Background: an optimization exercise with open tools, aiming at small area, a short achievable clock period and few clock cycles per item. Do not read the settings as production practice.
In this exercise RTL edits were held to simulation tests only and were not proved equivalent to the original.
Power and IR drop assume default switching activity.

==> design/flow/config.mk <==
export PLATFORM = sky130hd
export DESIGN_NAME = lc4_processor
export DESIGN_NICKNAME = lc4_processor
export VERILOG_FILES = /design/flow/design.v
export SDC_FILE = /design/flow/constraint.sdc
export NUM_CORES = 4
export LEC_CHECK = 0
export CAP_MARGIN = 20
export CORE_MARGIN = 2
export CORE_UTILIZATION = 65
export CTS_BUF_LIST = sky130_fd_sc_hd__clkbuf_4 sky130_fd_sc_hd__clkbuf_8
export SLEW_MARGIN = 20
==> design/flow/constraint.sdc <==
create_clock -name core_clock -period 38.0 [get_ports {clk}]
set_input_delay 7.6000 -clock core_clock [delete_from_list [all_inputs] [get_ports {clk}]]
set_output_delay 7.6000 -clock core_clock [all_outputs]
set_load 0.01 [all_outputs]
==> design/flow/design.v <==
`timescale 1ns / 1ps
`default_nettype none
`timescale 1ns / 1ps
`default_nettype none
module lc4_wdecode(input  wire [15:0] insn,
                   output wire        regfile_we,
                   output wire [2:0]  wsel,
                   output wire        nzp_we,
                   output wire        is_load,
                   output wire        is_store);
   wire [3:0] op = insn[15:12];
   wire       to_r7 = (op == 4'b0100) | (op == 4'b1111);      
   assign regfile_we = (op == 4'b0001) | (op == 4'b0101) | (op == 4'b0110) | (op == 4'b1001) |
                       (op == 4'b1010) | (op == 4'b1101) | to_r7;
   assign wsel   = to_r7 ? 3'd7 : insn[11:9];
   assign nzp_we = regfile_we | (op == 4'b0010);
   assign is_load  = (op == 4'b0110);
   assign is_store = (op == 4'b0111);
endmodule
module lc4_rdecode(input  wire [15:0] insn,
                   output wire [2:0]  r1sel,
                   output wire        r1re,
                   output wire [2:0]  r2sel,
                   output wire        r2re);
   wire [3:0] op = insn[15:12];
   wire is_arith = (op == 4'b0001);
   wire is_cmp   = (op == 4'b0010);
   wire is_jsrr  = (op == 4'b0100) & ~insn[11];
   wire is_logic = (op == 4'b0101);
   wire is_ldr   = (op == 4'b0110);
   wire is_str   = (op == 4'b0111);
   wire is_rti   = (op == 4'b1000);
   wire is_shift = (op == 4'b1010);
   wire is_jmpr  = (op == 4'b1100) & ~insn[11];
   wire is_hic   = (op == 4'b1101);
   assign r1sel = (is_cmp | is_hic) ? insn[11:9] : is_rti ? 3'd7 : insn[8:6];
   assign r2sel = is_str ? insn[11:9] : insn[2:0];
   assign r1re  = is_arith | is_cmp | is_jsrr | is_logic | is_ldr | is_str | is_rti |
                  is_shift | is_jmpr | is_hic;
   assign r2re  = (is_arith & ~insn[5]) | (is_cmp & ~insn[8]) | (is_logic & ~insn[5]) |
                  is_str | (is_shift & (insn[5:4] == 2'b11));
endmodule
`timescale 1ns / 1ps
`default_nettype none
module lc4_div_steps #(parameter K = 4)
   (input  wire [15:0]  r_in,
    input  wire [K-1:0] a_bits,
    input  wire [15:0]  b,
    output wire [15:0]  r_out,
    output wire [K-1:0] q_bits);
   wire [15:0] r [0:K];
   assign r[0] = r_in;
   genvar j;
   generate
      for (j = 0; j < K; j = j + 1) begin : step
         wire [16:0] sh = {r[j], a_bits[K-1-j]};
         wire [17:0] df = {1'b0, sh} - {2'b00, b};
         assign q_bits[K-1-j] = ~df[17];
         assign r[j+1] = df[17] ? sh[15:0] : df[15:0];
      end
   endgenerate
   assign r_out = r[K];
endmodule
`timescale 1ns / 1ps
`default_nettype none
module lc4_alu(input  wire [15:0] i_insn,
               input  wire [15:0] i_pc1,       
               input  wire [15:0] i_a,         
               input  wire [15:0] i_b,         
               output reg  [15:0] o_result);
   wire [3:0] op  = i_insn[15:12];
   wire [2:0] sub = i_insn[5:3];
   wire is_cmp   = (op == 4'b0010);
   wire cmp_sgn  = ~i_insn[7];
   wire [15:0] cmp_imm = {{9{i_insn[6] & cmp_sgn}}, i_insn[6:0]};
   wire [15:0] cmp_b   = i_insn[8] ? cmp_imm : i_b;
   wire do_sub = is_cmp | ((op == 4'b0001) & (sub == 3'b010));
   reg  [15:0] addb;
   always @(*) begin
      if (is_cmp)                   addb = cmp_b;
      else if (op == 4'b0001)       addb = i_insn[5] ? {{11{i_insn[4]}}, i_insn[4:0]} : i_b;
      else                          addb = {{10{i_insn[5]}}, i_insn[5:0]};
   end
   wire ea = is_cmp & cmp_sgn & i_a[15];
   wire eb = is_cmp & cmp_sgn & addb[15];
   wire [16:0] bx  = {eb, addb} ^ {17{do_sub}};
   wire [16:0] sum = {ea, i_a} + bx + {16'd0, do_sub};
   wire lt = sum[16];
   wire eq = (sum[15:0] == 16'd0);      
   wire [15:0] cmp_res = lt ? 16'hFFFF : {15'd0, ~eq};
   wire left = (i_insn[5:4] == 2'b00);
   wire [15:0] a_rev, s_rev;
   genvar g;
   generate
      for (g = 0; g < 16; g = g + 1) begin : rev
         assign a_rev[g] = i_a[15-g];
      end
   endgenerate
   wire [15:0] s_in  = left ? a_rev : i_a;
   wire        fill  = (i_insn[5:4] == 2'b01) & i_a[15];
   wire [31:0] s_ext = {{16{fill}}, s_in} >> i_insn[3:0];
   wire [15:0] s_out = s_ext[15:0];
   generate
      for (g = 0; g < 16; g = g + 1) begin : rev2
         assign s_rev[g] = s_out[15-g];
      end
   endgenerate
   wire [15:0] shf = left ? s_rev : s_out;
   always @(*) begin
      case (op)
         4'b0001: o_result = sum[15:0];      
         4'b0010: o_result = cmp_res;
         4'b0101: o_result = i_insn[5] ? (i_a & {{11{i_insn[4]}}, i_insn[4:0]}) :
                             (sub[1:0] == 2'b00) ? (i_a & i_b) :
                             (sub[1:0] == 2'b01) ? ~i_a :
                             (sub[1:0] == 2'b10) ? (i_a | i_b) : (i_a ^ i_b);
         4'b0110, 4'b0111: o_result = sum[15:0];
         4'b1001: o_result = {{7{i_insn[8]}}, i_insn[8:0]};
         4'b1010: o_result = shf;
         4'b1101: o_result = {i_insn[7:0], i_a[7:0]};
         default: o_result = i_pc1;         
      endcase
   end
endmodule
module lc4_mul_csa(input wire [15:0] a, input wire [15:0] b,
                   output wire [15:0] x, output wire [15:0] y);
   wire [15:0] pp0 = a[15:0] & {16{b[0]}};
   wire [14:0] pp1 = a[14:0] & {15{b[1]}};
   wire [13:0] pp2 = a[13:0] & {14{b[2]}};
   wire [12:0] pp3 = a[12:0] & {13{b[3]}};
   wire [11:0] pp4 = a[11:0] & {12{b[4]}};
   wire [10:0] pp5 = a[10:0] & {11{b[5]}};
   wire [9:0] pp6 = a[9:0] & {10{b[6]}};
   wire [8:0] pp7 = a[8:0] & {9{b[7]}};
   wire [7:0] pp8 = a[7:0] & {8{b[8]}};
   wire [6:0] pp9 = a[6:0] & {7{b[9]}};
   wire [5:0] pp10 = a[5:0] & {6{b[10]}};
   wire [4:0] pp11 = a[4:0] & {5{b[11]}};
   wire [3:0] pp12 = a[3:0] & {4{b[12]}};
   wire [2:0] pp13 = a[2:0] & {3{b[13]}};
   wire [1:0] pp14 = a[1:0] & {2{b[14]}};
   wire [0:0] pp15 = a[0:0] & {1{b[15]}};
   wire t1;
   wire t2;
   wire t3;
   wire t4;
   wire t5;
   wire t6;
   wire t7;
   wire t8;
   wire t9;
   wire t10;
   wire t11;
   wire t12;
   wire t13;
   wire t14;
   wire t15;
   wire t16;
   wire t17;
   wire t18;
   wire t19;
   wire t20;
   wire t21;
   wire t22;
   wire t23;
   wire t24;
   wire t25;
   wire t26;
   wire t27;
   wire t28;
   wire t29;
   wire t30;
   wire t31;
   wire t32;
   wire t33;
   wire t34;
   wire t35;
   wire t36;
   wire t37;
   wire t38;
   wire t39;
   wire t40;
   wire t41;
   wire t42;
   wire t43;
   wire t44;
   wire t45;
   wire t46;
   wire t47;
   wire t48;
   wire t49;
   wire t50;
   wire t51;
   wire t52;
   wire t53;
   wire t54;
   wire t55;
   wire t56;
   wire t57;
   wire t58;
   wire t59;
   wire t60;
   wire t61;
   wire t62;
   wire t63;
   wire t64;
   wire t65;
   wire t66;
   wire t67;
   wire t68;
   wire t69;
   wire t70;
   wire t71;
   wire t72;
   wire t73;
   wire t74;
   wire t75;
   wire t76;
   wire t77;
   wire t78;
   wire t79;
   wire t80;
   wire t81;
   wire t82;
   wire t83;
   wire t84;
   wire t85;
   wire t86;
   wire t87;
   wire t88;
   wire t89;
   wire t90;
   wire t91;
   wire t92;
   wire t93;
   wire t94;
   wire t95;
   wire t96;
   wire t97;
   wire t98;
   wire t99;
   wire t100;
   wire t101;
   wire t102;
   wire t103;
   wire t104;
   wire t105;
   wire t106;
   wire t107;
   wire t108;
   wire t109;
   wire t110;
   wire t111;
   wire t112;
   wire t113;
   wire t114;
   wire t115;
   wire t116;
   wire t117;
   wire t118;
   wire t119;
   wire t120;
   wire t121;
   wire t122;
   wire t123;
   wire t124;
   wire t125;
   wire t126;
   wire t127;
   wire t128;
   wire t129;
   wire t130;
   wire t131;
   wire t132;
   wire t133;
   wire t134;
   wire t135;
   wire t136;
   wire t137;
   wire t138;
   wire t139;
   wire t140;
   wire t141;
   wire t142;
   wire t143;
   wire t144;
   wire t145;
   wire t146;
   wire t147;
   wire t148;
   wire t149;
   wire t150;
   wire t151;
   wire t152;
   wire t153;
   wire t154;
   wire t155;
   wire t156;
   wire t157;
   wire t158;
   wire t159;
   wire t160;
   wire t161;
   wire t162;
   wire t163;
   wire t164;
   wire t165;
   wire t166;
   wire t167;
   wire t168;
   wire t169;
   wire t170;
   wire t171;
   wire t172;
   wire t173;
   wire t174;
   wire t175;
   wire t176;
   wire t177;
   wire t178;
   wire t179;
   wire t180;
   wire t181;
   wire t182;
   wire t183;
   wire t184;
   wire t185;
   wire t186;
   wire t187;
   wire t188;
   wire t189;
   wire t190;
   wire t191;
   wire t192;
   wire t193;
   wire t194;
   wire t195;
   wire t196;
   wire t197;
   wire t198;
   wire t199;
   wire t200;
   wire t201;
   wire t202;
   assign t1 = pp0[2] ^ pp1[1] ^ pp2[0];
   assign t2 = (pp0[2] & pp1[1]) | (pp0[2] & pp2[0]) | (pp1[1] & pp2[0]);
   assign t3 = pp0[3] ^ pp1[2] ^ pp2[1];
   assign t4 = (pp0[3] & pp1[2]) | (pp0[3] & pp2[1]) | (pp1[2] & pp2[1]);
   assign t5 = pp0[4] ^ pp1[3] ^ pp2[2];
   assign t6 = (pp0[4] & pp1[3]) | (pp0[4] & pp2[2]) | (pp1[3] & pp2[2]);
   assign t7 = pp3[1] ^ pp4[0];
   assign t8 = pp3[1] & pp4[0];
   assign t9 = pp0[5] ^ pp1[4] ^ pp2[3];
   assign t10 = (pp0[5] & pp1[4]) | (pp0[5] & pp2[3]) | (pp1[4] & pp2[3]);
   assign t11 = pp3[2] ^ pp4[1] ^ pp5[0];
   assign t12 = (pp3[2] & pp4[1]) | (pp3[2] & pp5[0]) | (pp4[1] & pp5[0]);
   assign t13 = pp0[6] ^ pp1[5] ^ pp2[4];
   assign t14 = (pp0[6] & pp1[5]) | (pp0[6] & pp2[4]) | (pp1[5] & pp2[4]);
   assign t15 = pp3[3] ^ pp4[2] ^ pp5[1];
   assign t16 = (pp3[3] & pp4[2]) | (pp3[3] & pp5[1]) | (pp4[2] & pp5[1]);
   assign t17 = pp0[7] ^ pp1[6] ^ pp2[5];
   assign t18 = (pp0[7] & pp1[6]) | (pp0[7] & pp2[5]) | (pp1[6] & pp2[5]);
   assign t19 = pp3[4] ^ pp4[3] ^ pp5[2];
   assign t20 = (pp3[4] & pp4[3]) | (pp3[4] & pp5[2]) | (pp4[3] & pp5[2]);
   assign t21 = pp6[1] ^ pp7[0];
   assign t22 = pp6[1] & pp7[0];
   assign t23 = pp0[8] ^ pp1[7] ^ pp2[6];
   assign t24 = (pp0[8] & pp1[7]) | (pp0[8] & pp2[6]) | (pp1[7] & pp2[6]);
   assign t25 = pp3[5] ^ pp4[4] ^ pp5[3];
   assign t26 = (pp3[5] & pp4[4]) | (pp3[5] & pp5[3]) | (pp4[4] & pp5[3]);
   assign t27 = pp6[2] ^ pp7[1] ^ pp8[0];
   assign t28 = (pp6[2] & pp7[1]) | (pp6[2] & pp8[0]) | (pp7[1] & pp8[0]);
   assign t29 = pp0[9] ^ pp1[8] ^ pp2[7];
   assign t30 = (pp0[9] & pp1[8]) | (pp0[9] & pp2[7]) | (pp1[8] & pp2[7]);
   assign t31 = pp3[6] ^ pp4[5] ^ pp5[4];
   assign t32 = (pp3[6] & pp4[5]) | (pp3[6] & pp5[4]) | (pp4[5] & pp5[4]);
   assign t33 = pp6[3] ^ pp7[2] ^ pp8[1];
   assign t34 = (pp6[3] & pp7[2]) | (pp6[3] & pp8[1]) | (pp7[2] & pp8[1]);
   assign t35 = pp0[10] ^ pp1[9] ^ pp2[8];
   assign t36 = (pp0[10] & pp1[9]) | (pp0[10] & pp2[8]) | (pp1[9] & pp2[8]);
   assign t37 = pp3[7] ^ pp4[6] ^ pp5[5];
   assign t38 = (pp3[7] & pp4[6]) | (pp3[7] & pp5[5]) | (pp4[6] & pp5[5]);
   assign t39 = pp6[4] ^ pp7[3] ^ pp8[2];
   assign t40 = (pp6[4] & pp7[3]) | (pp6[4] & pp8[2]) | (pp7[3] & pp8[2]);
   assign t41 = pp9[1] ^ pp10[0];
   assign t42 = pp9[1] & pp10[0];
   assign t43 = pp0[11] ^ pp1[10] ^ pp2[9];
   assign t44 = (pp0[11] & pp1[10]) | (pp0[11] & pp2[9]) | (pp1[10] & pp2[9]);
   assign t45 = pp3[8] ^ pp4[7] ^ pp5[6];
   assign t46 = (pp3[8] & pp4[7]) | (pp3[8] & pp5[6]) | (pp4[7] & pp5[6]);
   assign t47 = pp6[5] ^ pp7[4] ^ pp8[3];
   assign t48 = (pp6[5] & pp7[4]) | (pp6[5] & pp8[3]) | (pp7[4] & pp8[3]);
   assign t49 = pp9[2] ^ pp10[1] ^ pp11[0];
   assign t50 = (pp9[2] & pp10[1]) | (pp9[2] & pp11[0]) | (pp10[1] & pp11[0]);
   assign t51 = pp0[12] ^ pp1[11] ^ pp2[10];
   assign t52 = (pp0[12] & pp1[11]) | (pp0[12] & pp2[10]) | (pp1[11] & pp2[10]);
   assign t53 = pp3[9] ^ pp4[8] ^ pp5[7];
   assign t54 = (pp3[9] & pp4[8]) | (pp3[9] & pp5[7]) | (pp4[8] & pp5[7]);
   assign t55 = pp6[6] ^ pp7[5] ^ pp8[4];
   assign t56 = (pp6[6] & pp7[5]) | (pp6[6] & pp8[4]) | (pp7[5] & pp8[4]);
   assign t57 = pp9[3] ^ pp10[2] ^ pp11[1];
   assign t58 = (pp9[3] & pp10[2]) | (pp9[3] & pp11[1]) | (pp10[2] & pp11[1]);
   assign t59 = pp0[13] ^ pp1[12] ^ pp2[11];
   assign t60 = (pp0[13] & pp1[12]) | (pp0[13] & pp2[11]) | (pp1[12] & pp2[11]);
   assign t61 = pp3[10] ^ pp4[9] ^ pp5[8];
   assign t62 = (pp3[10] & pp4[9]) | (pp3[10] & pp5[8]) | (pp4[9] & pp5[8]);
   assign t63 = pp6[7] ^ pp7[6] ^ pp8[5];
   assign t64 = (pp6[7] & pp7[6]) | (pp6[7] & pp8[5]) | (pp7[6] & pp8[5]);
   assign t65 = pp9[4] ^ pp10[3] ^ pp11[2];
   assign t66 = (pp9[4] & pp10[3]) | (pp9[4] & pp11[2]) | (pp10[3] & pp11[2]);
   assign t67 = pp12[1] ^ pp13[0];
   assign t68 = pp12[1] & pp13[0];
   assign t69 = pp0[14] ^ pp1[13] ^ pp2[12];
   assign t70 = (pp0[14] & pp1[13]) | (pp0[14] & pp2[12]) | (pp1[13] & pp2[12]);
   assign t71 = pp3[11] ^ pp4[10] ^ pp5[9];
   assign t72 = (pp3[11] & pp4[10]) | (pp3[11] & pp5[9]) | (pp4[10] & pp5[9]);
   assign t73 = pp6[8] ^ pp7[7] ^ pp8[6];
   assign t74 = (pp6[8] & pp7[7]) | (pp6[8] & pp8[6]) | (pp7[7] & pp8[6]);
   assign t75 = pp9[5] ^ pp10[4] ^ pp11[3];
   assign t76 = (pp9[5] & pp10[4]) | (pp9[5] & pp11[3]) | (pp10[4] & pp11[3]);
   assign t77 = pp12[2] ^ pp13[1] ^ pp14[0];
   assign t78 = (pp12[2] & pp13[1]) | (pp12[2] & pp14[0]) | (pp13[1] & pp14[0]);
   assign t79 = pp0[15] ^ pp1[14] ^ pp2[13];
   assign t80 = pp3[12] ^ pp4[11] ^ pp5[10];
   assign t81 = pp6[9] ^ pp7[8] ^ pp8[7];
   assign t82 = pp9[6] ^ pp10[5] ^ pp11[4];
   assign t83 = pp12[3] ^ pp13[2] ^ pp14[1];
   assign t84 = t2 ^ t3 ^ pp3[0];
   assign t85 = (t2 & t3) | (t2 & pp3[0]) | (t3 & pp3[0]);
   assign t86 = t4 ^ t5 ^ t7;
   assign t87 = (t4 & t5) | (t4 & t7) | (t5 & t7);
   assign t88 = t6 ^ t8 ^ t9;
   assign t89 = (t6 & t8) | (t6 & t9) | (t8 & t9);
   assign t90 = t10 ^ t12 ^ t13;
   assign t91 = (t10 & t12) | (t10 & t13) | (t12 & t13);
   assign t92 = t15 ^ pp6[0];
   assign t93 = t15 & pp6[0];
   assign t94 = t14 ^ t16 ^ t17;
   assign t95 = (t14 & t16) | (t14 & t17) | (t16 & t17);
   assign t96 = t19 ^ t21;
   assign t97 = t19 & t21;
   assign t98 = t18 ^ t20 ^ t22;
   assign t99 = (t18 & t20) | (t18 & t22) | (t20 & t22);
   assign t100 = t23 ^ t25 ^ t27;
   assign t101 = (t23 & t25) | (t23 & t27) | (t25 & t27);
   assign t102 = t24 ^ t26 ^ t28;
   assign t103 = (t24 & t26) | (t24 & t28) | (t26 & t28);
   assign t104 = t29 ^ t31 ^ t33;
   assign t105 = (t29 & t31) | (t29 & t33) | (t31 & t33);
   assign t106 = t30 ^ t32 ^ t34;
   assign t107 = (t30 & t32) | (t30 & t34) | (t32 & t34);
   assign t108 = t35 ^ t37 ^ t39;
   assign t109 = (t35 & t37) | (t35 & t39) | (t37 & t39);
   assign t110 = t36 ^ t38 ^ t40;
   assign t111 = (t36 & t38) | (t36 & t40) | (t38 & t40);
   assign t112 = t42 ^ t43 ^ t45;
   assign t113 = (t42 & t43) | (t42 & t45) | (t43 & t45);
   assign t114 = t47 ^ t49;
   assign t115 = t47 & t49;
   assign t116 = t44 ^ t46 ^ t48;
   assign t117 = (t44 & t46) | (t44 & t48) | (t46 & t48);
   assign t118 = t50 ^ t51 ^ t53;
   assign t119 = (t50 & t51) | (t50 & t53) | (t51 & t53);
   assign t120 = t55 ^ t57 ^ pp12[0];
   assign t121 = (t55 & t57) | (t55 & pp12[0]) | (t57 & pp12[0]);
   assign t122 = t52 ^ t54 ^ t56;
   assign t123 = (t52 & t54) | (t52 & t56) | (t54 & t56);
   assign t124 = t58 ^ t59 ^ t61;
   assign t125 = (t58 & t59) | (t58 & t61) | (t59 & t61);
   assign t126 = t63 ^ t65 ^ t67;
   assign t127 = (t63 & t65) | (t63 & t67) | (t65 & t67);
   assign t128 = t60 ^ t62 ^ t64;
   assign t129 = (t60 & t62) | (t60 & t64) | (t62 & t64);
   assign t130 = t66 ^ t68 ^ t69;
   assign t131 = (t66 & t68) | (t66 & t69) | (t68 & t69);
   assign t132 = t71 ^ t73 ^ t75;
   assign t133 = (t71 & t73) | (t71 & t75) | (t73 & t75);
   assign t134 = t70 ^ t72 ^ t74;
   assign t135 = t76 ^ t78 ^ t79;
   assign t136 = t80 ^ t81 ^ t82;
   assign t137 = t87 ^ t88 ^ t11;
   assign t138 = (t87 & t88) | (t87 & t11) | (t88 & t11);
   assign t139 = t89 ^ t90 ^ t92;
   assign t140 = (t89 & t90) | (t89 & t92) | (t90 & t92);
   assign t141 = t91 ^ t93 ^ t94;
   assign t142 = (t91 & t93) | (t91 & t94) | (t93 & t94);
   assign t143 = t95 ^ t97 ^ t98;
   assign t144 = (t95 & t97) | (t95 & t98) | (t97 & t98);
   assign t145 = t99 ^ t101 ^ t102;
   assign t146 = (t99 & t101) | (t99 & t102) | (t101 & t102);
   assign t147 = t104 ^ pp9[0];
   assign t148 = t104 & pp9[0];
   assign t149 = t103 ^ t105 ^ t106;
   assign t150 = (t103 & t105) | (t103 & t106) | (t105 & t106);
   assign t151 = t108 ^ t41;
   assign t152 = t108 & t41;
   assign t153 = t107 ^ t109 ^ t110;
   assign t154 = (t107 & t109) | (t107 & t110) | (t109 & t110);
   assign t155 = t112 ^ t114;
   assign t156 = t112 & t114;
   assign t157 = t111 ^ t113 ^ t115;
   assign t158 = (t111 & t113) | (t111 & t115) | (t113 & t115);
   assign t159 = t116 ^ t118 ^ t120;
   assign t160 = (t116 & t118) | (t116 & t120) | (t118 & t120);
   assign t161 = t117 ^ t119 ^ t121;
   assign t162 = (t117 & t119) | (t117 & t121) | (t119 & t121);
   assign t163 = t122 ^ t124 ^ t126;
   assign t164 = (t122 & t124) | (t122 & t126) | (t124 & t126);
   assign t165 = t123 ^ t125 ^ t127;
   assign t166 = (t123 & t125) | (t123 & t127) | (t125 & t127);
   assign t167 = t128 ^ t130 ^ t132;
   assign t168 = (t128 & t130) | (t128 & t132) | (t130 & t132);
   assign t169 = t129 ^ t131 ^ t133;
   assign t170 = t134 ^ t135 ^ t136;
   assign t171 = t140 ^ t141 ^ t96;
   assign t172 = (t140 & t141) | (t140 & t96) | (t141 & t96);
   assign t173 = t142 ^ t143 ^ t100;
   assign t174 = (t142 & t143) | (t142 & t100) | (t143 & t100);
   assign t175 = t144 ^ t145 ^ t147;
   assign t176 = (t144 & t145) | (t144 & t147) | (t145 & t147);
   assign t177 = t146 ^ t148 ^ t149;
   assign t178 = (t146 & t148) | (t146 & t149) | (t148 & t149);
   assign t179 = t150 ^ t152 ^ t153;
   assign t180 = (t150 & t152) | (t150 & t153) | (t152 & t153);
   assign t181 = t154 ^ t156 ^ t157;
   assign t182 = (t154 & t156) | (t154 & t157) | (t156 & t157);
   assign t183 = t158 ^ t160 ^ t161;
   assign t184 = (t158 & t160) | (t158 & t161) | (t160 & t161);
   assign t185 = t162 ^ t164 ^ t165;
   assign t186 = (t162 & t164) | (t162 & t165) | (t164 & t165);
   assign t187 = t167 ^ t77;
   assign t188 = t167 & t77;
   assign t189 = t166 ^ t168 ^ t169;
   assign t190 = t170 ^ t83 ^ pp15[0];
   assign t191 = t176 ^ t177 ^ t151;
   assign t192 = (t176 & t177) | (t176 & t151) | (t177 & t151);
   assign t193 = t178 ^ t179 ^ t155;
   assign t194 = (t178 & t179) | (t178 & t155) | (t179 & t155);
   assign t195 = t180 ^ t181 ^ t159;
   assign t196 = (t180 & t181) | (t180 & t159) | (t181 & t159);
   assign t197 = t182 ^ t183 ^ t163;
   assign t198 = (t182 & t183) | (t182 & t163) | (t183 & t163);
   assign t199 = t184 ^ t185 ^ t187;
   assign t200 = (t184 & t185) | (t184 & t187) | (t185 & t187);
   assign t201 = t186 ^ t188 ^ t189;
   assign t202 = t200 ^ t201 ^ t190;
   assign x = {t202, t198, t196, t194, t192, t191, t174, t172, t171, t138, t137, t85, t84, t1, pp0[1], pp0[0]};
   assign y = {1'b0, t199, t197, t195, t193, 1'b0, t175, t173, 1'b0, t139, 1'b0, t86, 1'b0, 1'b0, pp1[0], 1'b0};
endmodule
`timescale 1ns / 1ps
`default_nettype none
module lc4_regfile(input  wire        clk,
                   input  wire        gwe,
                   input  wire        rst,
                   input  wire [7:0]  i_rs,       
                   output reg  [15:0] o_rs_data,
                   input  wire [7:0]  i_rt,       
                   output reg  [15:0] o_rt_data,
                   input  wire [2:0]  i_rd,
                   input  wire [15:0] i_wdata,
                   input  wire        i_rd_we);
   reg [15:0] r [0:7];
   integer i;
   always @(posedge clk) begin
      if (gwe) begin
         for (i = 0; i < 8; i = i + 1) begin
            if (rst) r[i] <= 16'h0000;
            else if (i_rd_we && i_rd == i) r[i] <= i_wdata;
         end
      end
   end
   always @(*) begin
      o_rs_data = 16'h0000;
      o_rt_data = 16'h0000;
      for (i = 0; i < 8; i = i + 1) begin
         o_rs_data = o_rs_data | (r[i] & {16{i_rs[i]}});
         o_rt_data = o_rt_data | (r[i] & {16{i_rt[i]}});
      end
   end
endmodule
`timescale 1ns / 1ps
`default_nettype none
module lc4_processor
(input  wire        clk,
 input  wire        rst,
 input  wire        gwe,
 output wire [15:0] o_cur_pc,
 input  wire [15:0] i_cur_insn,
 output wire [15:0] o_dmem_addr,
 input  wire [15:0] i_cur_dmem_data,
 output wire        o_dmem_we,
 output wire [15:0] o_dmem_towrite,
 output wire [1:0]  test_stall,
 output wire [15:0] test_cur_pc,
 output wire [15:0] test_cur_insn,
 output wire        test_regfile_we,
 output wire [2:0]  test_regfile_wsel,
 output wire [15:0] test_regfile_data,
 output wire        test_nzp_we,
 output wire [2:0]  test_nzp_new_bits,
 output wire        test_dmem_we,
 output wire [15:0] test_dmem_addr,
 output wire [15:0] test_dmem_data,
 input  wire [7:0]  switch_data,
 output wire [15:0] seven_segment_data,
 output wire [7:0]  led_data);
   reg  [15:0] pc_f;
   reg         x_v;
   reg  [15:0] x_ir;
   reg  [2:0]  x_r1sel, x_r2sel;
   reg         x_r1re, x_r2re;
   reg         hit_a, hit_b;           
   reg  [7:0]  x_s1, x_s2;             
   reg         m_v;
   reg  [15:0] m_ir, m_pc, m_res, m_sd;
   reg         m_stw;                  
   reg         m_late;                 
   reg         m_mul, m_dfast;
   reg         m_alo;
   reg  [1:0]  m_qhi;
   reg         w_v;
   reg  [15:0] w_ir, w_pc, w_data, w_addr;
   reg         w_we, w_nzp_we, w_st, w_mem;
   reg  [2:0]  w_wsel, w_nzp;
   reg  [2:0]  nzp;
   reg  [3:0]  d_cnt;
   wire [2:0] f_r1sel, f_r2sel;
   wire       f_r1re, f_r2re;
   lc4_rdecode fdec (.insn(i_cur_insn), .r1sel(f_r1sel), .r1re(f_r1re),
                     .r2sel(f_r2sel), .r2re(f_r2re));
   wire [3:0] op = x_ir[15:12];
   wire is_br    = (op == 4'b0000);
   wire is_jsr   = (op == 4'b0100) &  x_ir[11];
   wire is_jsrr  = (op == 4'b0100) & ~x_ir[11];
   wire is_rti   = (op == 4'b1000);
   wire is_jmpr  = (op == 4'b1100) & ~x_ir[11];
   wire is_jmp   = (op == 4'b1100) &  x_ir[11];
   wire is_trap  = (op == 4'b1111);
   wire is_mul   = (op == 4'b0001) & (x_ir[5:3] == 3'b001);
   wire is_div   = (op == 4'b0001) & (x_ir[5:3] == 3'b011);
   wire is_mod   = (op == 4'b1010) & (x_ir[5:4] == 2'b11);
   wire is_dm    = is_div | is_mod;
   wire is_ctl   = is_jsr | is_jsrr | is_rti | is_jmpr | is_jmp | is_trap;
   wire x_we, x_nzp_we, x_ld, x_st;
   wire [2:0] x_wsel;
   lc4_wdecode xdec (.insn(x_ir), .regfile_we(x_we), .wsel(x_wsel), .nzp_we(x_nzp_we),
                     .is_load(x_ld), .is_store(x_st));
   wire        m_we, m_nzp_we, m_ld, m_st;
   wire [2:0]  m_wsel;
   lc4_wdecode mdec (.insn(m_ir), .regfile_we(m_we), .wsel(m_wsel), .nzp_we(m_nzp_we),
                     .is_load(m_ld), .is_store(m_st));
   wire [15:0] mdv_r;
   wire        mdv_q;
   lc4_div_steps #(1) mdv (.r_in(m_res), .a_bits(m_alo), .b(m_sd), .r_out(mdv_r), .q_bits(mdv_q));
   wire [15:0] m_div = (m_sd == 16'd0) ? 16'd0 :
                       (m_ir[15:12] == 4'b0001) ? {13'd0, m_qhi, mdv_q} : mdv_r;
   wire [15:0] m_alu = m_dfast ? m_div : m_mul ? m_res + m_sd : m_res;
   wire [15:0] m_val = m_ld ? i_cur_dmem_data : m_alu;
   wire        wb_en = m_v & m_we;
   wire [15:0] rf_a, rf_b;
   lc4_regfile rf (.clk(clk), .gwe(gwe), .rst(rst),
                   .i_rs(x_s1), .o_rs_data(rf_a), .i_rt(x_s2), .o_rt_data(rf_b),
                   .i_rd(m_wsel), .i_wdata(m_val), .i_rd_we(wb_en));
   wire [15:0] opa = (m_res & {16{hit_a}}) | rf_a;
   wire [15:0] opb = (m_res & {16{hit_b}}) | rf_b;
   wire ld_stall = m_late & ((x_r1re & hit_a) | (x_r2re & hit_b) | is_br);
   wire first  = (d_cnt == 4'd0);
   wire last   = (d_cnt == 4'd8);
   wire b_zero = (opb == 16'd0);
   wire fast   = (opa[15:3] < opb) | b_zero;
   reg  [1:0] abits;
   always @(*) begin
      case (d_cnt[2:0])
         3'd1:    abits = opa[15:14];
         3'd2:    abits = opa[13:12];
         3'd3:    abits = opa[11:10];
         3'd4:    abits = opa[9:8];
         3'd5:    abits = opa[7:6];
         3'd6:    abits = opa[5:4];
         3'd7:    abits = opa[3:2];
         default: abits = first ? opa[2:1] : opa[1:0];
      endcase
   end
   wire [15:0] xdv_r;
   wire [1:0]  xdv_q;
   lc4_div_steps #(2) xdv (.r_in(first ? {3'd0, opa[15:3]} : m_res), .a_bits(abits), .b(opb),
                           .r_out(xdv_r), .q_bits(xdv_q));
   wire dm_done  = first ? fast : last;
   wire dm_stall = is_dm & ~dm_done;
   wire [15:0] pc1 = pc_f;
   wire [15:0] alu_res, mul_x, mul_y;
   lc4_alu alu (.i_insn(x_ir), .i_pc1(pc1), .i_a(opa), .i_b(opb), .o_result(alu_res));
   lc4_mul_csa mul (.a(opa), .b(opb), .x(mul_x), .y(mul_y));
   wire [2:0] cur_nzp = (m_v & m_nzp_we) ? {m_res[15], m_res == 16'd0, ~m_res[15] & (m_res != 16'd0)} : nzp;
   wire br_taken = |(x_ir[11:9] & cur_nzp);
   wire [15:0] rel = is_br ? {{7{x_ir[8]}}, x_ir[8:0]} : {{5{x_ir[10]}}, x_ir[10:0]};
   wire [15:0] rel_tgt = pc1 + rel;
   wire [15:0] x_pc = pc_f - 16'd1;
   reg  [15:0] target;
   always @(*) begin
      if (is_br | is_jmp)  target = rel_tgt;
      else if (is_jsr)     target = {x_pc[15], x_ir[10:0], 4'b0000};
      else if (is_trap)    target = {8'h80, x_ir[7:0]};
      else                 target = opa;                    
   end
   wire x_stall  = x_v & (ld_stall | dm_stall);
   wire x_go     = x_v & ~ld_stall & ~dm_stall;            
   wire redirect = x_go & (is_ctl | (is_br & br_taken));
   wire x_dm_run = x_v & is_dm & ~ld_stall;                 
   wire [2:0] n_r1sel = x_stall ? x_r1sel : f_r1sel;
   wire [2:0] n_r2sel = x_stall ? x_r2sel : f_r2sel;
   wire [7:0] xw_dec = (x_go & x_we) ? (8'd1 << x_wsel) : 8'd0;    
   wire nhit_a = |((8'd1 << f_r1sel) & xw_dec);
   wire nhit_b = |((8'd1 << f_r2sel) & xw_dec);
   always @(posedge clk) begin
      if (gwe) begin
         if (rst) begin
            pc_f  <= 16'h8200;
            x_v   <= 1'b0;
            m_v   <= 1'b0;
            m_stw <= 1'b0;
            w_v   <= 1'b0;
            nzp   <= 3'b000;
            d_cnt <= 4'd0;
            hit_a <= 1'b0;
            hit_b <= 1'b0;
            x_s1  <= 8'd0;
            x_s2  <= 8'd0;
         end else begin
            if (redirect) begin
               pc_f <= target;
               x_v  <= 1'b0;
            end else if (!x_stall) begin
               pc_f <= pc_f + 16'd1;
               x_v  <= 1'b1;
            end
            if (x_dm_run)
               d_cnt <= dm_done ? 4'd0 : d_cnt + 4'd1;
            hit_a <= nhit_a;
            hit_b <= nhit_b;
            x_s1  <= (8'd1 << n_r1sel) & ~xw_dec;
            x_s2  <= (8'd1 << n_r2sel) & ~xw_dec;
            m_v   <= x_go;
            m_stw <= x_go & x_st;
            w_v   <= m_v;
            if (m_v & m_nzp_we) nzp <= {m_val[15], m_val == 16'd0, ~m_val[15] & (m_val != 16'd0)};
         end
         if (!x_stall) begin
            x_ir    <= i_cur_insn;
            x_r1sel <= f_r1sel;
            x_r2sel <= f_r2sel;
            x_r1re  <= f_r1re;
            x_r2re  <= f_r2re;
         end
         m_ir    <= x_ir;
         m_pc    <= x_pc;
         m_mul   <= is_mul;
         m_dfast <= is_dm & first;
         m_late  <= x_go & (x_ld | is_mul | (is_dm & first));
         m_alo   <= opa[0];
         m_qhi   <= xdv_q;
         if (x_dm_run & ~first & ~dm_done) begin    
            m_res <= xdv_r;
            m_sd  <= {m_sd[13:0], xdv_q};
         end else if (x_dm_run & ~dm_done) begin    
            m_res <= 16'd0;
            m_sd  <= 16'd0;
         end else if (is_dm) begin                  
            m_res <= first ? xdv_r : is_div ? {m_sd[13:0], xdv_q} : xdv_r;
            m_sd  <= opb;
         end else if (is_mul) begin
            m_res <= mul_x;
            m_sd  <= mul_y;
         end else begin
            m_res <= alu_res;
            m_sd  <= opb;
         end
         w_ir     <= m_ir;
         w_pc     <= m_pc;
         w_data   <= m_st ? m_sd : m_val;
         w_addr   <= (m_ld | m_st) ? m_res : 16'd0;
         w_we     <= m_we;
         w_wsel   <= m_wsel;
         w_nzp_we <= m_nzp_we;
         w_st     <= m_st;
         w_mem    <= m_ld | m_st;
         w_nzp    <= {m_val[15], m_val == 16'd0, ~m_val[15] & (m_val != 16'd0)};
      end
   end
   assign o_cur_pc       = pc_f;
   assign o_dmem_addr    = m_res;
   assign o_dmem_we      = m_stw;
   assign o_dmem_towrite = m_sd;
   assign test_stall        = {~w_v, 1'b0};
   assign test_cur_pc       = w_pc;
   assign test_cur_insn     = w_ir;
   assign test_regfile_we   = w_we;
   assign test_regfile_wsel = w_wsel;
   assign test_regfile_data = w_data;
   assign test_nzp_we       = w_nzp_we;
   assign test_nzp_new_bits = w_nzp;
   assign test_dmem_we      = w_st;
   assign test_dmem_addr    = w_addr;
   assign test_dmem_data    = w_mem ? w_data : 16'd0;
   assign seven_segment_data = 16'h0000;
   assign led_data = 8'h00;
endmodule
==> design/flow/flow/run.sh <==
#!/bin/bash
set -o pipefail
export SETUP_SLACK_MARGIN=${FLOW_MARGIN:-29.2}
export BUFFER_PORTS_ARGS="-buffer_cell sky130_fd_sc_hd__buf_2"
bash standard.sh > standard.log 2>&1
==> design/flow/standard.sh <==
#!/bin/bash
# synth_recipe.tcl (not shown) runs the flow's synth.tcl, then flattens the netlist and writes it again
# the make line also repeats each setting of config.mk as NAME=value (left out here)
make -C /OpenROAD-flow-scripts/flow DESIGN_CONFIG=/design/flow/config.mk WORK_HOME=/design/flow/orfs CLKGATE_MAP_FILE= SYNTH_SCRIPT=/design/flow/synth_recipe.tcl "${@:-finish}"
==> impl_results.md, run 1 <==
* Crit path time final at 9190 ps
* DP HPWL at 75.4 mm
* Initial antenna violation count at 2
* CTS Sinks at 341
* 1st-iter DRT viols at 4,802
* Num CTS Buffers at 55
* Critical path capture point type: output port
* Worst Path Max Fanout at 16
* Final setup viols at 0
* Post-Layout Cell Count at 3,821
* Clock root cell: clkbuf_8
* Synthesis-stage register bit count at 341
* Worst Setup Path Type: reg -> out
* Antenna-violating nets left at 0
* GRT Total Usage at 0.510
* Cells after synthesis at 2,940
* Req. time, crit path at 30,400 ps
* Peak supply drop at 0.0000958 V
* Slew headroom at 0.229
* Clock Latency Late Sink at 730 ps
* PwrDens at 64.4 mW/mm^2
* R2R setup slack at 29,670 ps
* Register area share after synthesis at 0.365
* Area grow syn2layout at 14.6%
* Die ar. at 0.0449 mm^2
* Die width at 212 um
* Startpoint types: flip-flop
* WL final at 118 mm
* Htree depth at 2
* Crit-path max cell delay at 420 ps
* DRC violations left at 0
* Core Rows at 76
* Slowest-stage cell, CP: edfxtp_1
* WL/cell at 30.9 um
* Detail-routed via count per cell at 7.27
* Longest Clk Path Bufs at 3
* Total grt overflow at 0
* Status: timing/DRC/antenna clean
* # IOs at 207
* Via count at 27,800
* Period utilization at 0.242
* CTS tree: done
* Final hold viol count at 0
* RSZ-0062 raised after global routing: true
* TNS Setup at 0 ps
* Ys async rst share at 0
* Clk_skew at 68.0 ps
* Dominant synthesized flop cell: edfxtp_1
* CTS clk-pin slew, worst paths at 70 ps
* Critical Path Source: w_mem
* Critical Path Sink: test_dmem_data[14]
* Number of flops mapped to enable cells by yosys at 341
* Ratio of cells with drive above 1 in the final layout at 0.185
* Achievable Freq at 109 MHz
* Worst R2R Path Depth at 31
* Leakage at 13.3 nW
* First-pass GRT wire length at 167 mm
* Post-Syn Area at 0.0281 mm^2
* # nets final at 3,481
* Placed insts at 3,608
* Starting density of the core at 0.654
* Design area at 0.0322 mm^2
* Port buffer count at 173
* Warnings from Yosys at 6
* Worst r2r src: x_s1[1]
* Number of max-cap violations at 0
* Worst hold path type: reg -> reg
* 1st-pass router iterations at 8
* Data arrival time of the critical path at 1590 ps
* Placed Instance Area at 0.0296 mm^2
* Max-slew violation count at 0
* Post-synthesis average cell area at 9.55 um^2
* Die Y at 212 um
* Number of global-route vias before repair at 26,400
* Synth cell types at 93
* Critical path, cell by cell: buf_12 -> and2_1 -> buf_2
* FF-to-FF End: m_res[10]
* RePlAce Congestion at 1.07
* Worst Tran Pin Value at 1140 ps
* Core ar. at 0.0429 mm^2
* Largest net degree at the start of global routing at 118
==> where the power goes <==
group,internal [mW],switching [mW],total [mW]
combinational,0.484,0.741,1.22
sequential,0.463,0.0264,0.489
clock,0.184,0.175,0.358
==> cell type report <==
type / instances / area (um^2)
Clock inverter: 39 / 362
Antenna cell: 2 / 5.00
Multi-Input combinational cell: 2223 / 16500
Clock buffer: 65 / 832
Sequential cell: 341 / 10200
Inverter: 198 / 754
Timing Repair Buffer: 368 / 2740
Tap cell: 585 / 732
Fill cell: 2878 / 10700
==> synth_stat cells, drive strengths merged (17+ instances only) <==
library cell	instances	share of area
a211oi	46	0.012
a21o	27	0.0073
a21oi	153	0.027
a221o	17	0.0061
a221oi	28	0.010
a222oi	39	0.014
a22oi	78	0.021
a31oi	20	0.0045
and2	32	0.0071
and3	42	0.0094
buf	63	0.014
clkbuf	139	0.019
edfxtp	341	0.36
fa	89	0.063
ha	162	0.072
inv	188	0.025
mux2	24	0.0098
mux2i	52	0.019
mux4	23	0.018
nand2	247	0.033
nand2b	18	0.0040
nand3	89	0.016
nand4	20	0.0045
nor2	282	0.038
nor2b	25	0.0056
nor3	48	0.0087
nor4	26	0.0060
o211ai	19	0.0053
o21a	38	0.010
o21ai	189	0.034
o22ai	29	0.0069
o31ai	24	0.0068
or3	18	0.0040
xnor2	96	0.030
xor2	35	0.011
==> stage by stage <==
step | total power, mW | worst slack [ps] | util | hold slack, ps
2_1_floorplan | 1.25 | 28680 | - | 400
3_3_place_gp | 1.59 | 28040 | 0.691 | 402
3_5_place_dp | 1.61 | 28000 | 0.691 | 405
4_1_cts | 2.00 | 28780 | 0.742 | 416
5_1_grt | 2.15 | 28780 | 0.750 | 426
6_report | 2.07 | 28810 | 0.750 | 420
==> layout by cell type (no fill, tap or decap), drive strengths merged, types with 19 or more instances in the layout <==
cell type and n:
nand4 20, mux2i 52, xnor2 96, o22ai 29
mux2 24, a22oi 78, conb 25, a222oi 39
clkinv 39, a31oi 20, nand2 247, nand3 89
a21oi 153, a221oi 28, and3 42, o21a 38
a21o 27, and2 32, nor4 26, o31ai 24
nor3 48, buf 366, a211oi 46, xor2 35
clkbuf 67, fa 89, ha 162, o21ai 189
o211ai 19, mux4 23, nor2b 25, inv 190
edfxtp 341, nor2 282
==> metal layers <==
layer  routed length [um]  GRT usage
met5                    8          0
met2                48700      0.726
met3                20500      0.194
met1                38100      0.635
met4                10600      0.367
==> how the worst min path moves through the flow <==
stage                     startpoint  endpoint  depth (start not counted)
after global placement       m_pc[7]   w_pc[7]                          0
final                        m_ir[2]   w_ir[2]                          0
after floorplan              m_ir[0]   w_ir[0]                          0
after detailed placement     m_pc[1]   w_pc[1]                          0
after CTS                    m_ir[2]   w_ir[2]                          0
after global routing        m_pc[15]  w_pc[15]                          0
==> cell families (layout without fill, tap and decap cells) <==
kind of cell | count (synthesis) | count (layout) | share of synthesized area
muxes | 99 | 99 | 0.0477
DFF | 341 | 341 | 0.365
adders and majority gates | 251 | 251 | 0.136
other | 1 | 27 | 0.000134
buffers and inverters | 400 | 670 | 0.0590
xor gates and xnor gates | 131 | 131 | 0.0409
and+or+nand+nor | 900 | 900 | 0.152
AOI/OAI and AO/OA | 817 | 817 | 0.200
==> sequential cells by signal, indices dropped and copies added (netlist names), 2 cells and up <==
register and flops:
rf.r 128, m_ir 16, m_pc 16, m_res 16
m_sd 16, pc_f 16, w_addr 16, w_data 16
w_ir 16, w_pc 16, x_ir 16, x_s1 8
x_s2 8, d_cnt 4, nzp 3, w_nzp 3
w_wsel 3, x_r1sel 3, x_r2sel 3, m_qhi 2
==> critical path: cells and delay by family (launching register included) <==
kind	cells	cell delay [ps]
buf+inv	2	320
simple gates	1	140
flops	1	420
==> timing repair <==
action,CTS,global route
endpoints found under the setup margin,271,181
resized for setup,65,42
cloned,0,1
endpoints found under the hold margin,0,0
pin swaps,3,7
setup buffers,87,19
hold buffers,0,0
Testbench counts, summed over its fixed seeds: cycles 73,652, instructions 64,000.
==> run 2: changes to the inputs <==
--- a/design/flow/design.v
+++ b/design/flow/design.v
@@ -621,4 +621,4 @@
    reg         w_v;
-   reg  [15:0] w_ir, w_pc, w_data, w_addr;
-   reg         w_we, w_nzp_we, w_st, w_mem;
+   reg  [15:0] w_ir, w_pc, w_data, w_addr, w_dmd;
+   reg         w_we, w_nzp_we, w_st;
    reg  [2:0]  w_wsel, w_nzp;
@@ -781,2 +781,3 @@
          w_addr   <= (m_ld | m_st) ? m_res : 16'd0;
+         w_dmd    <= m_ld ? i_cur_dmem_data : m_st ? m_sd : 16'd0;
          w_we     <= m_we;
@@ -785,3 +786,2 @@
          w_st     <= m_st;
-         w_mem    <= m_ld | m_st;
          w_nzp    <= {m_val[15], m_val == 16'd0, ~m_val[15] & (m_val != 16'd0)};
@@ -803,3 +803,3 @@
    assign test_dmem_addr    = w_addr;
-   assign test_dmem_data    = w_mem ? w_data : 16'd0;
+   assign test_dmem_data    = w_dmd;
    assign seven_segment_data = 16'h0000;
--- a/design/flow/config.mk
+++ b/design/flow/config.mk
@@ -9,3 +9,3 @@
 export CORE_MARGIN = 2
-export CORE_UTILIZATION = 65
+export CORE_UTILIZATION = 55
 export CTS_BUF_LIST = sky130_fd_sc_hd__clkbuf_4 sky130_fd_sc_hd__clkbuf_8
==> impl_results.md, run 2 <==
* WL final at 117 mm (was 118 mm)
* Starting density of the core at 0.554 (was 0.654)
* Port buffer count at 173 (unchanged)
* Synth cell types at 97 (was 93)
* Internal cell power at 1.14 mW (was 1.13 mW)
* Number of flops mapped to enable cells by yosys at 356 (was 341)
* Req. time, crit path at 30,400 ps (about the same)
* PwrDens at 61.0 mW/mm^2 (was 64.4 mW/mm^2)
* Number of max-cap violations at 0 (unchanged)
* Largest register FFs at 128 (unchanged)
* Clock root cell: clkbuf_8 (unchanged)
* Core ar. at 0.0523 mm^2 (was 0.0429 mm^2)
* Number of global-route vias before repair at 25,900 (was 26,400)
* Area grow syn2layout at 14.9% (was 14.6%)
* WL/cell at 29.5 um (was 30.9 um)
* Commonest non-fill, non-tap cell in the layout: edfxtp_1 (unchanged)
* Cells after synthesis at 3,018 (was 2,940)
* Status: timing/DRC/antenna clean (unchanged)
* Ys async rst share at 0 (unchanged)
* Dominant synthesized flop cell: edfxtp_1 (unchanged)
* 1st-iter DRT viols at 3,634 (was 4,802)
* CTS Sinks at 356 (was 341)
* Critical path capture point type: output port (unchanged)
* Biggest register: rf.r (unchanged)
* Period utilization at 0.239 (was 0.242)
* Achievable Freq at 110 MHz (was 109 MHz)
* CTS tree: done (unchanged)
* Synth top area share at 0.368 (was 0.365)
* First-pass GRT wire length at 168 mm (was 167 mm)
* Num CTS Buffers at 60 (was 55)
* Clk_skew at 54.9 ps (was 68.0 ps)
* Synth top cells by count: edfxtp_1 (356), nor2_1 (285), nand2_1 (243) (was edfxtp_1 (341), nor2_1 (281), nand2_1 (247))
* RSZ-0062 raised after global routing: true (unchanged)
* Synthesis-stage register bit count at 356 (was 341)
* Leakage at 13.6 nW (was 13.3 nW)
* Core Rows at 84 (was 76)
* Slew headroom at 0.259 (was 0.229)
* Worst Setup Path Type: reg -> out (unchanged)
* Switch Pwr at 888 uW (was 942 uW)
* Initial antenna violation count at 4 (was 2)
* Worst Path Max Fanout at 2 (was 16)
* Ratio of cells with drive above 1 in the final layout at 0.186 (was 0.185)
* 1st-pass router iterations at 8 (unchanged)
* Die Y at 234 um (was 212 um)
* Warnings from Yosys at 6 (unchanged)
* Worst hold path type: reg -> reg (unchanged)
* Fill cells at 4,351 (was 2,878)
* Clock Latency Late Sink at 730 ps (about the same)
* # nets final at 3,542 (was 3,481)
* DRC violations left at 0 (unchanged)
* Switch share at 0.437 (was 0.454)
* Worst hold margin at 415 ps (was 420 ps)
* GRT Total Usage at 0.423 (was 0.510)
* Post-synthesis average cell area at 9.61 um^2 (was 9.55 um^2)
* Crit path time final at 9090 ps (was 9190 ps)
* Seq pwr share at 0.250 (was 0.236)
* Commonest cells after routing, fill and taps aside: edfxtp_1 (356), nor2_1 (285), nand2_1 (239) (was edfxtp_1 (341), nor2_1 (281), nand2_1 (246))
* Longest Clk Path Bufs at 3 (unchanged)
* Largest cells by area after synthesis: edfxtp_1 (37%), ha_1 (7.0%), fa_1 (6.1%), nor2_1 (3.7%), nand2_1 (3.1%) (was edfxtp_1 (36%), ha_1 (7.2%), fa_1 (6.3%), nor2_1 (3.8%), nand2_1 (3.3%))
* Final setup viols at 0 (unchanged)
* Top-count cell post-synth: edfxtp_1 (unchanged)
* Data arrival time of the critical path at 1490 ps (was 1590 ps)
* Largest net degree at the start of global routing at 89 (was 118)
* Worst Tran Pin Value at 1110 ps (was 1140 ps)
* Via count at 27,400 (was 27,800)
* Htree depth at 2 (unchanged)
* RePlAce Congestion at 1.01 (was 1.07)
* Register area share after synthesis at 0.368 (was 0.365)
* Largest area contributor in the netlist: edfxtp_1 (unchanged)
* Peak supply drop at 0.000113 V (was 0.0000958 V)
* Antenna-violating nets left at 0 (unchanged)
* # IOs at 207 (unchanged)
* DP HPWL at 79.1 mm (was 75.4 mm)
* CTS clk-pin slew, worst paths at 60 ps (was 70 ps)
* Max-slew violation count at 0 (unchanged)
* Detail-routed via count per cell at 6.89 (was 7.27)
* Total grt overflow at 0 (unchanged)
* Post-Syn Area at 0.0290 mm^2 (was 0.0281 mm^2)
* Clock power frac at 0.186 (was 0.173)
* Die width at 234 um (was 212 um)
* TNS Setup at 0 ps (unchanged)
* Startpoint types: flip-flop (unchanged)
* Die ar. at 0.0546 mm^2 (was 0.0449 mm^2)
* Final hold viol count at 0 (unchanged)
* Combinational Power Share at 0.564 (was 0.591)
==> run 2: cell count changes after synthesis, sizes merged, moves of 14 or more <==
cell / before / now
edfxtp: 341 / 356
a211oi: 46 / 31
inv: 188 / 202
and2: 32 / 15
clkbuf: 139 / 161
nor3: 48 / 63
o21ai: 189 / 174
a21oi: 153 / 179
nand3: 89 / 72
nor2b: 25 / 45
==> run 2: cell families (layout without fill, tap and decap cells) <==
kind of cell | count (synthesis) | in the layout | synth area share
compound gates | 841 | 841 | 0.199
xor+xnor | 129 | 129 | 0.0394
fa+ha+maj | 251 | 251 | 0.131
buf+inv | 421 | 672 | 0.0598
flops | 356 | 356 | 0.368
mux | 115 | 115 | 0.0556
other cells | 1 | 28 | 0.000129
simple gates | 904 | 904 | 0.146
==> run 2: stage by stage <==
step            util  worst slack (ps)  total power [mW]  instances  cell area (um^2)
2_1_floorplan      -             28690              1.22       3042             29300
3_3_place_gp   0.587             27810              1.55       3777             30700
3_5_place_dp   0.587             27870              1.58       3778             30700
4_1_cts        0.629             28910              1.99       3955             32900
5_1_grt        0.636             28920              2.13       3981             33300
6_report       0.637             28910              2.03       3984             33300
==> run 2: routing by layer <==
| metal | GRT usage | vias up | wire, um |
|---|---|---|---|
| met4 | 0.265 | 4 | 8250 |
| met5 | 0 | - | 35 |
| li1 | - | 11700 | - |
| met1 | 0.531 | 13100 | 41800 |
| met3 | 0.113 | 517 | 15500 |
| met2 | 0.648 | 2167 | 51900 |
==> run 2: timing repair <==
item | 4_1_cts | 5_1_grt
endpoints found under the setup margin | 270 | 174
setup buffers | 70 | 26
hold buffers | 0 | 0
pin swaps | 5 | 11
hold endpoints to repair | 0 | 0
resized for setup | 71 | 47
==> run 2: final cells by class <==
type                       instances  area (um^2)  share of cell area
clock inverter                    30          334              0.0100
inverter                         205          779              0.0234
timing repair buffer             360         2660              0.0798
sequential                       356        10700               0.321
tap                              688          861              0.0258
multi-input combinational       2265        17000               0.511
antenna                            3         7.51            0.000225
clock buffer                      77          953              0.0286
==> run 2: worst paths after layout <==
path | startpoint | to | slack (ps) | depth (start not counted)
setup / recovery | m_res[9] | o_dmem_addr[9] | 28910 | 2
hold / removal | m_pc[4] | w_pc[4] | 410 | 0
setup reg to reg | x_s1[0] | m_res[13] | 29550 | 27
hold reg to reg | m_pc[4] | w_pc[4] | 410 | 0
==> run 2: power by group through the flow <==
stage	sequential, mW	combinational, mW	clock [mW]
finish	0.509	1.15	0.377
CTS	0.507	1.10	0.380
floorplan	0.514	0.707	0
global route	0.510	1.22	0.396
detailed placement	0.523	1.06	0
global placement	0.522	1.03	0
==> run 2: critical path: stages (launching register included) <==
cell      delay, ps
edfxtp_1        500
buf_6           190
buf_6           110
Testbench counts of run 2, summed over its fixed seeds: cycles 73,652, instructions 64,000.
==> run 3: changes to the inputs <==
--- a/design/flow/design.v
+++ b/design/flow/design.v
@@ -608,2 +608,4 @@
    reg         x_v;
+   reg  [15:0] x_pc1;                  
+   reg         x_pred;                 
    reg  [15:0] x_ir;
@@ -630,2 +632,14 @@
                      .r2sel(f_r2sel), .r2re(f_r2re));
+   wire [15:0] fi     = i_cur_insn;
+   wire [15:0] f_pc1  = pc_f + 16'd1;
+   wire        f_trap = (fi[15:12] == 4'b1111);
+   wire        f_jsr  = (fi[15:11] == 5'b01001);
+   wire        f_jmp  = (fi[15:11] == 5'b11001);
+   wire        f_brb  = (fi[15:12] == 4'b0000) & fi[8] & (fi[11:9] != 3'b000);
+   wire [9:0]  f_lo9  = {1'b0, f_pc1[8:0]} + {1'b0, fi[8:0]};
+   wire [11:0] f_lo11 = {1'b0, f_pc1[10:0]} + {1'b0, fi[10:0]};
+   wire        f_er   = f_trap | f_jsr | f_jmp | f_brb;
+   wire [15:0] f_tgt  = f_trap ? {8'h80, fi[7:0]} :
+                        f_jsr  ? {pc_f[15], fi[10:0], 4'b0000} :
+                        f_jmp  ? {f_pc1[15:11], f_lo11[10:0]} : {f_pc1[15:9], f_lo9[8:0]};
    wire [3:0] op = x_ir[15:12];
@@ -642,3 +656,3 @@
    wire is_dm    = is_div | is_mod;
-   wire is_ctl   = is_jsr | is_jsrr | is_rti | is_jmpr | is_jmp | is_trap;
+   wire is_xctl  = is_jsrr | is_rti | is_jmpr;            
    wire x_we, x_nzp_we, x_ld, x_st;
@@ -689,3 +703,3 @@
    wire dm_stall = is_dm & ~dm_done;
-   wire [15:0] pc1 = pc_f;
+   wire [15:0] pc1 = x_pc1;
    wire [15:0] alu_res, mul_x, mul_y;
@@ -697,13 +711,9 @@
    wire [15:0] rel_tgt = pc1 + rel;
-   wire [15:0] x_pc = pc_f - 16'd1;
-   reg  [15:0] target;
-   always @(*) begin
-      if (is_br | is_jmp)  target = rel_tgt;
-      else if (is_jsr)     target = {x_pc[15], x_ir[10:0], 4'b0000};
-      else if (is_trap)    target = {8'h80, x_ir[7:0]};
-      else                 target = opa;                    
-   end
+   wire [15:0] x_pc = x_pc1 - 16'd1;
+   wire [15:0] target = (is_br & x_pred & ~br_taken) ? pc1 : (is_br | is_jmp) ? rel_tgt : opa;   
    wire x_stall  = x_v & (ld_stall | dm_stall);
    wire x_go     = x_v & ~ld_stall & ~dm_stall;            
-   wire redirect = x_go & (is_ctl | (is_br & br_taken));
+   wire blk_miss = is_br ? (rel_tgt[15:9] != pc1[15:9]) : (rel_tgt[15:11] != pc1[15:11]);
+   wire redirect = x_go & (is_xctl | (is_br & (br_taken != x_pred)) |
+                           ((is_br & br_taken | is_jmp) & x_pred & blk_miss));
    wire x_dm_run = x_v & is_dm & ~ld_stall;                 
@@ -733,3 +743,3 @@
             end else if (!x_stall) begin
-               pc_f <= pc_f + 16'd1;
+               pc_f <= f_er ? f_tgt : f_pc1;
                x_v  <= 1'b1;
@@ -749,2 +759,4 @@
             x_ir    <= i_cur_insn;
+            x_pc1   <= f_pc1;
+            x_pred  <= f_brb | f_jmp;
             x_r1sel <= f_r1sel;
==> impl_results.md, run 3 <==
* Combinational Power Share at 0.558 (was 0.564)
* # IOs at 207 (unchanged)
* DP HPWL at 85.2 mm (was 79.1 mm)
* Worst Tran Pin Value at 1110 ps (about the same)
* Seq pwr share at 0.262 (was 0.250)
* Synth top area share at 0.368 (about the same)
* Top-count cell post-synth: edfxtp_1 (unchanged)
* Worst R2R Path Depth at 29 (was 27)
* Worst hold path type: reg -> reg (unchanged)
* Fill cells at 4,459 (was 4,351)
* RSZ-0062 raised after global routing: true (unchanged)
* Period utilization at 0.247 (was 0.239)
* First-pass GRT wire length at 177 mm (was 168 mm)
* Switch Pwr at 880 uW (was 888 uW)
* Num CTS Buffers at 60 (unchanged)
* Leakage at 14.2 nW (was 13.6 nW)
* Number of max-cap violations at 0 (unchanged)
* Achievable Freq at 107 MHz (was 110 MHz)
* Clock power frac at 0.180 (was 0.186)
* Hold endpoint: w_ir[3] (was w_pc[4])
* Initial antenna violation count at 6 (was 4)
* Data arrival time of the critical path at 9810 ps (was 1490 ps)
* Switch share at 0.436 (was 0.437)
* PwrDens at 58.1 mW/mm^2 (was 61.0 mW/mm^2)
* Final hold viol count at 0 (unchanged)
* Number of global-route vias before repair at 27,400 (was 25,900)
* Synthesis-stage register bit count at 373 (was 356)
* Peak supply drop at 0.0000861 V (was 0.000113 V)
* 1st-pass router iterations at 8 (unchanged)
* Number of flops mapped to enable cells by yosys at 373 (was 356)
* Worst Setup Path Type: in -> reg (was reg -> out)
* # nets final at 3,725 (was 3,542)
* Largest cells by area after synthesis: edfxtp_1 (37%), ha_1 (7.1%), fa_1 (5.9%), nor2_1 (4.3%), nand2_1 (3.2%) (was edfxtp_1 (37%), ha_1 (7.0%), fa_1 (6.1%), nor2_1 (3.7%), nand2_1 (3.1%))
* Worst r2r src: m_res[7] (was x_s1[0])
* Register area share after synthesis at 0.368 (about the same)
* CTS tree: done (unchanged)
* Post-layout util at 0.633 (was 0.637)
* TNS Setup at 0 ps (unchanged)
* Largest family of logic cells by synthesized area: compound AO/OA/AOI/OAI gates (unchanged)
* Die ar. at 0.0572 mm^2 (was 0.0546 mm^2)
* Crit path time final at 9380 ps (was 9090 ps)
* 1st-iter DRT viols at 4,244 (was 3,634)
* Internal cell power at 1.14 mW (about the same)
* WL final at 123 mm (was 117 mm)
* CTS clk-pin slew, worst paths at 60 ps (about the same)
* Design area at 0.0347 mm^2 (was 0.0333 mm^2)
* Startpoint types: input port (was flip-flop)
* Clock Latency Late Sink at 720 ps (was 730 ps)
* Hold Crit Start: m_ir[3] (was m_pc[4])
* Placed Instance Area at 0.0324 mm^2 (was 0.0307 mm^2)
* FF-to-FF End: m_res[8] (was m_res[13])
* Clk_skew at 53.9 ps (was 54.9 ps)
* Via count at 28,700 (was 27,400)
* Largest area contributor in the netlist: edfxtp_1 (unchanged)
* Cells after synthesis at 3,183 (was 3,018)
* Multi-input logic area at 0.0181 mm^2 (was 0.0170 mm^2)
* Largest net degree at the start of global routing at 90 (was 89)
* Synth Area in Compound Gates at 0.199 (about the same)
* Htree depth at 2 (unchanged)
* Commonest cells after routing, fill and taps aside: edfxtp_1 (373), nor2_1 (337), nand2_1 (257) (was edfxtp_1 (356), nor2_1 (285), nand2_1 (239))
* CTS Sinks at 373 (was 356)
* Post-synthesis average cell area at 9.56 um^2 (was 9.61 um^2)
* Port buffer count at 173 (unchanged)
* Core ar. at 0.0549 mm^2 (was 0.0523 mm^2)
* Die width at 239 um (was 234 um)
* Worst Path Max Fanout at 2 (unchanged)
* XOR/XNOR Fraction of Synth Area at 0.0420 (was 0.0394)
* Warnings from Yosys at 6 (unchanged)
* Mux share of post-synthesis cell area at 0.0511 (was 0.0556)
* WL/cell at 29.4 um (was 29.5 um)
* Adder-Cell Fraction of Synth Area at 0.130 (was 0.131)
* RePlAce Congestion at 1.05 (was 1.01)
* Total grt overflow at 0 (unchanged)
* Core Rows at 86 (was 84)
* GRT Total Usage at 0.421 (was 0.423)
* Longest Clk Path Bufs at 3 (unchanged)
* Largest register FFs at 128 (unchanged)
* Critical path capture point type: flip-flop (was output port)
* Synth cell types at 102 (was 97)
* Simple-Gate Fraction of Synth Area at 0.154 (was 0.146)
* Req. time, crit path at 38,430 ps (was 30,400 ps)
* Dominant synthesized flop cell: edfxtp_1 (unchanged)
* Hold-fix buffers, CTS at 0 (unchanged)
* Post-Syn Area at 0.0304 mm^2 (was 0.0290 mm^2)
* Area grow syn2layout at 14.1% (was 14.9%)
* Antenna-violating nets left at 0 (unchanged)
* Ratio of cells with drive above 1 in the final layout at 0.182 (was 0.186)
* Die Y at 239 um (was 234 um)
* R2R setup slack at 29,450 ps (was 29,550 ps)
* Sequential cell area at 0.0112 mm^2 (was 0.0107 mm^2)
* Status: timing/DRC/antenna clean (unchanged)
* WHS Path Cells at 0 (unchanged)
* DRC violations left at 0 (unchanged)
* Ys async rst share at 0 (unchanged)
* Slew headroom at 0.258 (was 0.259)
* Detail-routed via count per cell at 6.87 (was 6.89)
* Final setup viols at 0 (unchanged)
* Clock root cell: clkbuf_8 (unchanged)
* Biggest register: rf.r (unchanged)
* Starting density of the core at 0.555 (was 0.554)
* Commonest non-fill, non-tap cell in the layout: edfxtp_1 (unchanged)
* Max-slew violation count at 0 (unchanged)
* Synth top cells by count: edfxtp_1 (373), nor2_1 (346), nand2_1 (262) (was edfxtp_1 (356), nor2_1 (285), nand2_1 (243))
## run 3: cell types whose count changed after synthesis, moves of 14 or more
cell      change
nand2_1      +19
nand3_1      +22
nor2_1       +61
buf_2        +26
a21oi_1      -14
clkbuf_1     -36
edfxtp_1     +17
a211oi_1     +14
## run 3: worst max-delay path, cell delays in order
cell and delay, ps:
buf_12 100, ha_4 190, a21o_1 160, a21oi_2 180
o21ai_2 90, o41ai_2 280, o21ai_1 160, xor2_1 180
o21ai_1 160, a22oi_1 120, o22ai_1 220, nor2_1 80
a311o_1 290
## run 3: power by group through the flow
stage | registers, mW | logic, mW | clock network (mW)
after floorplan | 0.536 | 0.703 | 0
after global placement | 0.537 | 1.04 | 0
after detailed placement | 0.539 | 1.06 | 0
after CTS | 0.528 | 1.10 | 0.366
after global routing | 0.531 | 1.21 | 0.383
final | 0.529 | 1.13 | 0.364
## run 3: cell type report
class,count,share of cell area
diodes,1,0.0000720
clock buffers,73,0.0266
clock inverters,39,0.00908
inverters,198,0.0215
multi-input cells,2430,0.520
flip-flops and latches,373,0.322
well taps,704,0.0254
repair buffers,357,0.0746
## run 3: stage by stage
step	cells	setup WS, ps	total power [mW]	hold WS (ps)
after floorplan	3207	28250	1.24	400
final	4175	28620	2.02	416
after global routing	4175	28530	2.13	428
after detailed placement	3980	27690	1.60	405
after CTS	4156	28690	1.99	418
after global placement	3980	27750	1.57	401
## run 3: worst max-delay path by stage
stage	end	from
2_1_floorplan	pc_f[9]	i_cur_insn[1]
3_3_place_gp	pc_f[9]	i_cur_insn[1]
3_5_place_dp	pc_f[9]	i_cur_insn[1]
4_1_cts	pc_f[9]	i_cur_insn[1]
5_1_grt	pc_f[9]	i_cur_insn[1]
6_report	pc_f[9]	i_cur_insn[1]
## run 3: logic make-up after synthesis
group,Yosys count
xor+xnor,143
flops,373
compound gates,871
other cells,1
buf+inv,404
fa+ha+maj,262
mux,123
simple gates,1006
## run 3: layer usage
| metal | GRT usage | share of wire | vias up |
|---|---|---|---|
| met4 | 0.271 | 0.077 | 10 |
| met2 | 0.642 | 0.44 | 2140 |
| li1 | - | - | 12300 |
| met5 | 0 | 0.00046 | - |
| met1 | 0.541 | 0.36 | 13700 |
| met3 | 0.0952 | 0.12 | 542 |
## run 3: what timing repair did
action	4_1_cts	5_1_grt
cloned	0	0
setup buffers	64	18
endpoints found under the setup margin	238	170
pin swaps	24	14
endpoints found under the hold margin	0	0
resized for setup	91	24
Testbench counts of run 3, summed over its fixed seeds: cycles 68,117, instructions 64,000.

## what the ideal ports hide
The flow's constraints put no driver on any port. The routed layouts listed below were extracted and timed again, unchanged, in two steps. Step 1, drivers: a clkbuf_16 drives clk and a buf_2 each remaining input, both assumed. Step 2 adds t to the input delays and takes it off the output delays; t is the mean of the earliest and latest rising clock arrival at the registers after step 1. Input paths then give back, and output paths get back, about the clock's delay inside the block. Slacks: ideal / step 1 / step 2; pairs: ideal / step 1.
run	t, ns	slack for setup (ns)	worst data-port slew with drivers (ns)	cell pins on the clock port's net
run 1	0.756	28.809 / 28.748 / 28.344	0.11	1
run 2	0.768	28.912 / 28.848 / 28.410	0.06	1
run 3	0.755	28.617 / 28.627 / 27.872	0.06	1
After both steps every run listed still meets setup and hold. The setup slack of run 3, which loses most, moves by +0.010 ns with the drivers and by -0.745 ns with both steps.
